Source: an optimization exercise on an open RTL-to-GDS flow (aim: small area and a short achievable clock period). Production flows keep margins and buffers that such runs may drop. Only simulation tests tie the RTL to the original design; equivalence was not proved. Power and IR drop assume default switching activity.

Setup of build 88:
// compute_in_memory
module compute_in_memory(clk, reset, ld_en, ld_weight, eff_tag, aff_tag, read_en, swap, fifo_empty, busy, req_deq, fired_tag, i_tag, i_out, state_out);
    input clk, reset, swap, fifo_empty, read_en, ld_en;
    input [3:0] fired_tag, i_tag, eff_tag, aff_tag;
    input [7:0] ld_weight;
    output req_deq, busy;
    output [1:0] state_out;
    output [16:0] i_out;
    localparam WAIT_TAG = 2'b00, FETCH_WEIGHT = 2'b01, COMPUTE_I_NEXT = 2'b11, SWAP = 2'b10;
    reg [1:0]  st;
    reg        acc_e;        
    reg        acc_o;        
    reg [15:0] sel_e;        
    reg [15:0] sel_o;        
    reg        busy_r, req_r;
    reg [15:0] rd_oh;        
    reg [16:0] i_out_reg;
    reg [16:0] i_next [0:15];
    reg [16:0] i      [0:15];
    reg [7:0]  w      [0:255];
    assign state_out = st;
    assign req_deq   = req_r;
    assign busy      = busy_r;
    assign i_out     = i_out_reg;
    wire go       = !reset && !ld_en;
    wire do_even  = go && (st == FETCH_WEIGHT);
    wire do_swap  = go && (st == SWAP);
    wire ld_tag   = go && !fifo_empty && (st == WAIT_TAG || st == COMPUTE_I_NEXT);
    reg [1:0] st_nx;
    always @(*) begin
        st_nx = st;
        if (reset)
            st_nx = WAIT_TAG;
        else if (!ld_en) begin
            case (st)
                WAIT_TAG:       st_nx = !fifo_empty ? FETCH_WEIGHT : (swap ? SWAP : WAIT_TAG);
                FETCH_WEIGHT:   st_nx = COMPUTE_I_NEXT;
                COMPUTE_I_NEXT: st_nx = !fifo_empty ? FETCH_WEIGHT : WAIT_TAG;
                SWAP:           st_nx = WAIT_TAG;
            endcase
        end
    end
    always @(posedge clk) begin
        st     <= st_nx;
        busy_r <= (st_nx != WAIT_TAG);
        req_r  <= (st_nx == FETCH_WEIGHT);
    end
    always @(posedge clk) begin
  ...
==> flow/config.mk <==
export PLATFORM = sky130hd
export DESIGN_NAME = compute_in_memory
export DESIGN_NICKNAME = compute_in_memory
export VERILOG_FILES = /design/flow/design.v
export SDC_FILE = /design/flow/constraint.sdc
export NUM_CORES = 4
export LEC_CHECK = 0
export CAP_MARGIN = 30
export CORE_MARGIN = 2
export CORE_UTILIZATION = 65
export CTS_CLUSTER_DIAMETER = 80
export CTS_CLUSTER_SIZE = 25
export SETUP_SLACK_MARGIN = 4.35
export SLEW_MARGIN = 20
export TNS_END_PERCENT = 100
==> flow/constraint.sdc <==
create_clock -name core_clock -period 7.0 [get_ports {clk}]
set_input_delay 1.4000 -clock core_clock [delete_from_list [all_inputs] [get_ports {clk}]]
set_output_delay 1.4000 -clock core_clock [all_outputs]
set_load 0.01 [all_outputs]
run.sh (not shown) runs the stock make flow with config.mk's settings and CLKGATE_MAP_FILE= SYNTH_SCRIPT=/design/flow/synth_recipe.tcl, a recipe that flattens the netlist after the stock synthesis.
### build 88 -> build 56
Settings: CORE_UTILIZATION changed from 65 to 75; CAP_MARGIN changed from 30 to 20.
Notes after the runs:
Build 56: post-cts gate resize count lower than build 88
Build 56 reports a lower wire length of the first global-routing pass than build 88 does.
Summary of build 56 over build 88: clock power went down by 3.2%, sequential group share of total power went up by 0.9 points, minimum setup slack after placement went down by 0.36 ns.
Going from build 88 to build 56, post-layout minimum cycle time shrinks by 0.022 ns.
Compare build 88 and build 56 | post-route fraction of the period consumed by the critical path higher: build 88
Build 88 ended up with col[1].sub_h as its launching element of the worst setup path; build 56 ended up with sel_e[15].
In the tables for build 88 and build 56, peak fanout along the critical path reads lower with build 88.
Routed via count was lower in build 88 than in build 56.
Input-level comparison between build 86 and build 56:
Settings: a change of CAP_MARGIN from 20 to 30.
### Flow results
Build 86 went all the way through synthesis, placement and routing and the layout is clean on timing, DRC and antenna.
Status: met3 routed wirelength parity (build 86, build 56)
Comparing build 86 and build 56, the higher measured slew at the worst slew-check pin was measured on build 56.
Summary of build 86 over build 56: final critical-path setup slack lost 0.049 ns; share of cell area taken by multi-input logic gates neither gained nor lost much; met2 layer wire length in the routed design neither gained nor lost much; worst path buffer plus inverter count lost 1; total chip power neither gained nor lost much.
Reported for build 86 and build 56, number of buffers on the longest clock path turned out identical to the last digit.
Routed wire length of build 56 is on par with build 86.

[what the ideal ports hide]
In the flow no input, the clock included, has a driving cell. The finished layouts below were timed again as built, in two steps.
Step 1 (the two cells are an assumption about what drives the block):
set clk [get_ports {clk}]
set_driving_cell -lib_cell sky130_fd_sc_hd__clkbuf_16 $clk
set_driving_cell -lib_cell sky130_fd_sc_hd__buf_2 [delete_from_list [all_inputs] $clk]
Step 2 also shifts input and output timing later by t, the mid clock arrival at the registers, as if the neighbouring blocks saw the same clock.
a / b / c = no drivers / after step 1 / after step 2; a / b = the first two.
run	t (ns)	setup WS [ns]	slew at the worst register clock pin (ns)
build 88	0.897	4.234 / 4.199 / 3.543	0.10 / 0.10
build 56	0.903	4.256 / 4.197 / 3.528	0.10 / 0.10
build 86	0.892	4.207 / 4.199 / 3.554	0.10 / 0.10
After both steps setup and hold are still met in every run listed. For build 56, which loses most, drivers alone change the setup slack by -0.059 ns; drivers and shift together by -0.728 ns.
